Context: an optimization exercise on an open-source flow, tuned for small area. The choices shown serve that exercise and are no tape-out recipe. The RTL was checked by simulation tests, not by an equivalence proof against the original design. Power figures rest on the tool's default switching activity, not on a simulated workload.

// toslink_core
module toslink_core(
    input 	  clock,
    input 	  reset,
    input 	  tos_in,
    input [7:0]   usb_data_in,
    output [7:0]  usb_data_out,
    output 	  usb_data_oe,
    input 	  usb_rxf,
    input 	  usb_txe,
    output 	  usb_rd,
    output 	  usb_wr,
    output 	  usb_siwua,
    output 	  port0_cmd_en,
    output [2:0]  port0_cmd_instr,
    output [5:0]  port0_cmd_bl,
    output [29:0] port0_cmd_byte_addr,
    output 	  port0_wr_en,
    output [31:0] port0_wr_data,
    input 	  port0_wr_full,
    output 	  port0_rd_en,
    input [31:0]  port0_rd_data,
    input 	  port0_rd_empty,
    output 	  port1_cmd_en,
    output [2:0]  port1_cmd_instr,
    output [5:0]  port1_cmd_bl,
    output [29:0] port1_cmd_byte_addr,
    output 	  port1_wr_en,
    output [31:0] port1_wr_data,
    output 	  done_led,
    output 	  sync_led,
    output [15:0] debug);
   wire [31:0] fifo_tx;
   wire        fifo_tx_en;
   wire        fifo_tx_ce;
   wire [31:0] fifo_rx;
   wire        fifo_rx_en;
   wire        fifo_rx_ce;
   wire [31:0] capture_frames;
   wire [31:0] capture_frames_remaining;
   wire        capture_start;
   wire        capture_done;
   wire        capture_sync;
   wire [2:0]  cs_word_sel;
   wire [31:0] cs_word;
   assign done_led = capture_done;
   assign sync_led = capture_sync;
   command command(.clock(clock),
                   .reset(reset),
		   .capture_frames(capture_frames),
		   .capture_start(capture_start),
		   .capture_done(capture_done),
		   .capture_frames_remaining(capture_frames_remaining),
		   .capture_sync(capture_sync),
		   .cs_word_sel(cs_word_sel),
		   .cs_word(cs_word),
                   .rx(fifo_rx),
  ...
clock: 10.0 ns
lec_check: 0
cap_margin: 20
core_margin: 2
core_utilization: 40
slew_margin: 20
buffer_ports_args: -buffer_cell sky130_fd_sc_hd__buf_1
cts_args: -sink_clustering_enable -repair_clock_nets -dont_use_dummy_load -buf_list sky130_fd_sc_hd__clkbuf_8 -sink_clustering_size 20 -sink_clustering_max_diameter 50
standard.sh (not shown) runs the stock make flow with config.mk's settings and CLKGATE_MAP_FILE= SYNTH_SCRIPT=/design/flow/synth_recipe.tcl, a recipe that flattens the netlist after the stock synthesis.
==> flow/flow/run.sh <==
#!/bin/bash
# The standard layout, with buf_1 port buffers and a clock tree without
# dummy loads.  Each tool's output goes to the ORFS logs; make's to standard.log.
set -e
cat >> config.mk <<'EOC'
export BUFFER_PORTS_ARGS = -buffer_cell sky130_fd_sc_hd__buf_1
export CTS_ARGS = -sink_clustering_enable -repair_clock_nets -dont_use_dummy_load -buf_list sky130_fd_sc_hd__clkbuf_8 -sink_clustering_size 20 -sink_clustering_max_diameter 50
EOC
bash standard.sh > standard.log 2>&1
Then changed:
--- a/flow/config.mk
+++ b/flow/config.mk
@@ -8,5 +8,5 @@
 export CAP_MARGIN = 20
 export CORE_MARGIN = 2
-export CORE_UTILIZATION = 40
+export CORE_UTILIZATION = 65
 export SLEW_MARGIN = 20
 export BUFFER_PORTS_ARGS = -buffer_cell sky130_fd_sc_hd__buf_1
Total power goes down by a few percent.
Fmax decreases slightly.
Core utilization rose by 26 points.
Setup slack degrades by 0.032 ns.
Worst hold slack stays flat.
Via count is lower slightly.
Then changed:
==> flow/flow/run.sh (replaced) <==
#!/bin/bash
# The standard layout, with buf_1 port buffers and a clock tree without
# dummy loads.  Each tool's output goes to the ORFS logs; make's to standard.log.
set -e
cat >> config.mk <<'EOC'
export BUFFER_PORTS_ARGS = -buffer_cell sky130_fd_sc_hd__buf_1
export CTS_ARGS = -sink_clustering_enable -repair_clock_nets -dont_use_dummy_load -buf_list sky130_fd_sc_hd__clkbuf_4 -sink_clustering_size 10 -sink_clustering_max_diameter 40
EOC
bash standard.sh > standard.log 2>&1
==> flow/config.mk (replaced) <==
export PLATFORM = sky130hd
export DESIGN_NAME = toslink_core
export DESIGN_NICKNAME = toslink_core
export VERILOG_FILES = /design/flow/design.v
export SDC_FILE = /design/flow/constraint.sdc
export NUM_CORES = 4
export LEC_CHECK = 0
export CAP_MARGIN = 20
export CORE_MARGIN = 2
export CORE_UTILIZATION = 40
export SLEW_MARGIN = 20
export BUFFER_PORTS_ARGS = -buffer_cell sky130_fd_sc_hd__buf_1
export CTS_ARGS = -sink_clustering_enable -repair_clock_nets -dont_use_dummy_load -buf_list sky130_fd_sc_hd__clkbuf_4 -sink_clustering_size 10 -sink_clustering_max_diameter 40
Synthesized cell count stays the same.
Via count goes up by 3.3%.
Total power is higher by 2.6%.
Worst setup slack loses 0.13 ns.


## JK
toslink_core, a different RTL version from the one above (not shown whole).
Size: roughly 1900 cells after synthesis, roughly 670 flip-flops, about 220 I/O pins, ~26000 µm² of cells after synthesis.
==> flow/config.mk <==
export PLATFORM = sky130hd
export DESIGN_NAME = toslink_core
export DESIGN_NICKNAME = toslink_core
export VERILOG_FILES = /design/flow/design.v
export SDC_FILE = /design/flow/constraint.sdc
export NUM_CORES = 4
export LEC_CHECK = 0
export CAP_MARGIN = 20
export CORE_MARGIN = 2
export CORE_UTILIZATION = 65
export SLEW_MARGIN = 20
export BUFFER_PORTS_ARGS = -buffer_cell sky130_fd_sc_hd__buf_1
export CTS_ARGS = -sink_clustering_enable -repair_clock_nets -dont_use_dummy_load -buf_list sky130_fd_sc_hd__clkbuf_4 -sink_clustering_size 10 -sink_clustering_max_diameter 40
==> flow/constraint.sdc <==
create_clock -name core_clock -period 10.0 [get_ports {clock}]
set_input_delay 2.0000 -clock core_clock [delete_from_list [all_inputs] [get_ports {clock}]]
set_output_delay 2.0000 -clock core_clock [all_outputs]
set_load 0.01 [all_outputs]
==> flow/flow/run.sh <==
#!/bin/bash
# The standard layout, with three changes:
#  - ABC maps the combinational logic for area (dc2, then dch and amap five times) instead of speed; the
#    rest of the synthesis is synth_recipe.tcl's (same flip-flops and names);
#  - buf_1 port buffers;
#  - a clock tree of clkbuf_4 without dummy loads.
# make's output goes to standard.log; each tool's to the ORFS logs.
set -e
here=$PWD
cat > my_synth.tcl <<EOS
proc abc {args} {
  set i [lsearch \$args -script]
  set args [lreplace \$args \$i [expr {\$i+1}] -script $here/flow/abc_area.script]
  yosys abc {*}\$args
}
EOS
cat synth_recipe.tcl >> my_synth.tcl
cat >> config.mk <<'EOC'
export BUFFER_PORTS_ARGS = -buffer_cell sky130_fd_sc_hd__buf_1
export CTS_ARGS = -sink_clustering_enable -repair_clock_nets -dont_use_dummy_load -buf_list sky130_fd_sc_hd__clkbuf_4 -sink_clustering_size 10 -sink_clustering_max_diameter 40
EOC
bash standard.sh SYNTH_SCRIPT=$here/my_synth.tcl finish > standard.log 2>&1
==> flow/flow/abc_area.script <==
strash
ifraig
dc2
dch -f
amap
strash
dch -f
amap
strash
dch -f
amap
strash
dch -f
amap
strash
dch -f
amap
topo
JK finished end to end and its layout was clean on timing, DRC and antenna.
For MS, these inputs were changed with respect to JK:
diff --git a/flow/flow/run.sh b/flow/flow/run.sh
--- a/flow/flow/run.sh
+++ b/flow/flow/run.sh
@@ -3 +3 @@
-#  - ABC maps the combinational logic for area (dc2, then dch and amap five times) instead of speed; the
+#  - ABC maps the combinational logic for area (dc2, dch, amap) instead of speed; the
==> flow/flow/abc_area.script <==
strash
ifraig
dc2
dch -f
amap
topo
Findings:
Compared with JK, MS shows a higher worst hold slack.
Of MS and JK, the run reporting the lower power was MS.
Count of fill cells added during filler insertion across MS and JK: no real change.
Compared with JK, in MS fraction of cell area in non-clock buffers comparable, design area now larger, flip-flop and latch share of the layout cell area now smaller.
Changes in AL relative to MS:
==> flow/flow/run.sh <==
#!/bin/bash
# The standard layout, with buf_1 port buffers and a clock tree without
# dummy loads.  Each tool's output goes to the ORFS logs; make's to standard.log.
set -e
cat >> config.mk <<'EOC'
export BUFFER_PORTS_ARGS = -buffer_cell sky130_fd_sc_hd__buf_1
export CTS_ARGS = -sink_clustering_enable -repair_clock_nets -dont_use_dummy_load -buf_list sky130_fd_sc_hd__clkbuf_4 -sink_clustering_size 10 -sink_clustering_max_diameter 40
EOC
bash standard.sh > standard.log 2>&1
removed: flow/flow/abc_area.script
Notes after the runs:
- In AL, the met3 track demand over resource in global routing came out 0.53 points below the value in MS.
- Changes observed in AL relative to MS: initial core utilization went up 0.77 points, count of filler cells inserted in the layout held.
- | number of ordinary inverters in the final layout | AL vs MS | about 80% lower |
- Looking at launching instance or port of the critical path, the capture.frames_remaining[2]$_DFFE_PP0P_ result is from AL; the command.args1[20]$_DFFE_PP_ one comes from MS.
For TR, these inputs were changed with respect to AL:
==> flow/flow/run.sh <==
#!/bin/bash
# The standard layout, with three changes:
#  - ABC maps the combinational logic for area (amap) instead of speed; the
#    rest of the synthesis is synth_recipe.tcl's (same flip-flops and names);
#  - buf_1 port buffers;
#  - a clock tree of clkbuf_4 without dummy loads.
# make's output goes to standard.log; each tool's to the ORFS logs.
set -e
here=$PWD
cat > my_synth.tcl <<EOS
proc abc {args} {
  set i [lsearch \$args -script]
  set args [lreplace \$args \$i [expr {\$i+1}] -script $here/flow/abc_area.script]
  yosys abc {*}\$args
}
EOS
cat synth_recipe.tcl >> my_synth.tcl
cat >> config.mk <<'EOC'
export BUFFER_PORTS_ARGS = -buffer_cell sky130_fd_sc_hd__buf_1
export CTS_ARGS = -sink_clustering_enable -repair_clock_nets -dont_use_dummy_load -buf_list sky130_fd_sc_hd__clkbuf_4 -sink_clustering_size 10 -sink_clustering_max_diameter 40
EOC
bash standard.sh SYNTH_SCRIPT=$here/my_synth.tcl finish > standard.log 2>&1
==> flow/flow/abc_area.script (new file) <==
strash
dch
amap
topo
Notes after the runs:
[compare] base=AL new=TR: starting density of the core down 0.77 points; final cell count up 197; number of distinct library cell variants in the gate-level netlist after synthesis down 35%; cell area after layout down 260 µm²; number of clock buffer instances in the layout up about 1.2%.
Summary: wire length of the first global-routing pass, TR worse than AL
Compared TR vs AL, and final cycle utilization of the critical path is up in TR.
The synthesized cell count number comes out lower for AL vs TR.

[what the ideal ports hide]
Ports are ideal in the flow. The routed layouts listed here were re-timed in OpenROAD. Step 1 assumes that a clkbuf_16 drives the clock port and a buf_2 every other input. Step 2 moves the port delays by t, midway between the first and last clock arrival at a register: inputs arrive t later, outputs are due t later. That takes back most of the time a late clock gives input paths. Three values: ideal ports, drivers, drivers and shift; two values: the first two.
run	t (ns)	setup WS [ns]	cell pins on the clock port's net
the first run of note 1	0.709	4.840 / 4.786 / 5.388	1
the second run of note 1	0.686	4.808 / 4.755 / 5.442	1
the third run of note 1	0.885	4.674 / 4.618 / 5.317	1
JK	0.848	2.596 / 2.541 / 3.389	1
MS	0.855	3.452 / 3.452 / 3.452	1
AL	0.870	4.694 / 4.641 / 5.171	1
TR	0.852	2.775 / 2.719 / 3.408	1
After both steps setup and hold are still met in every run listed.
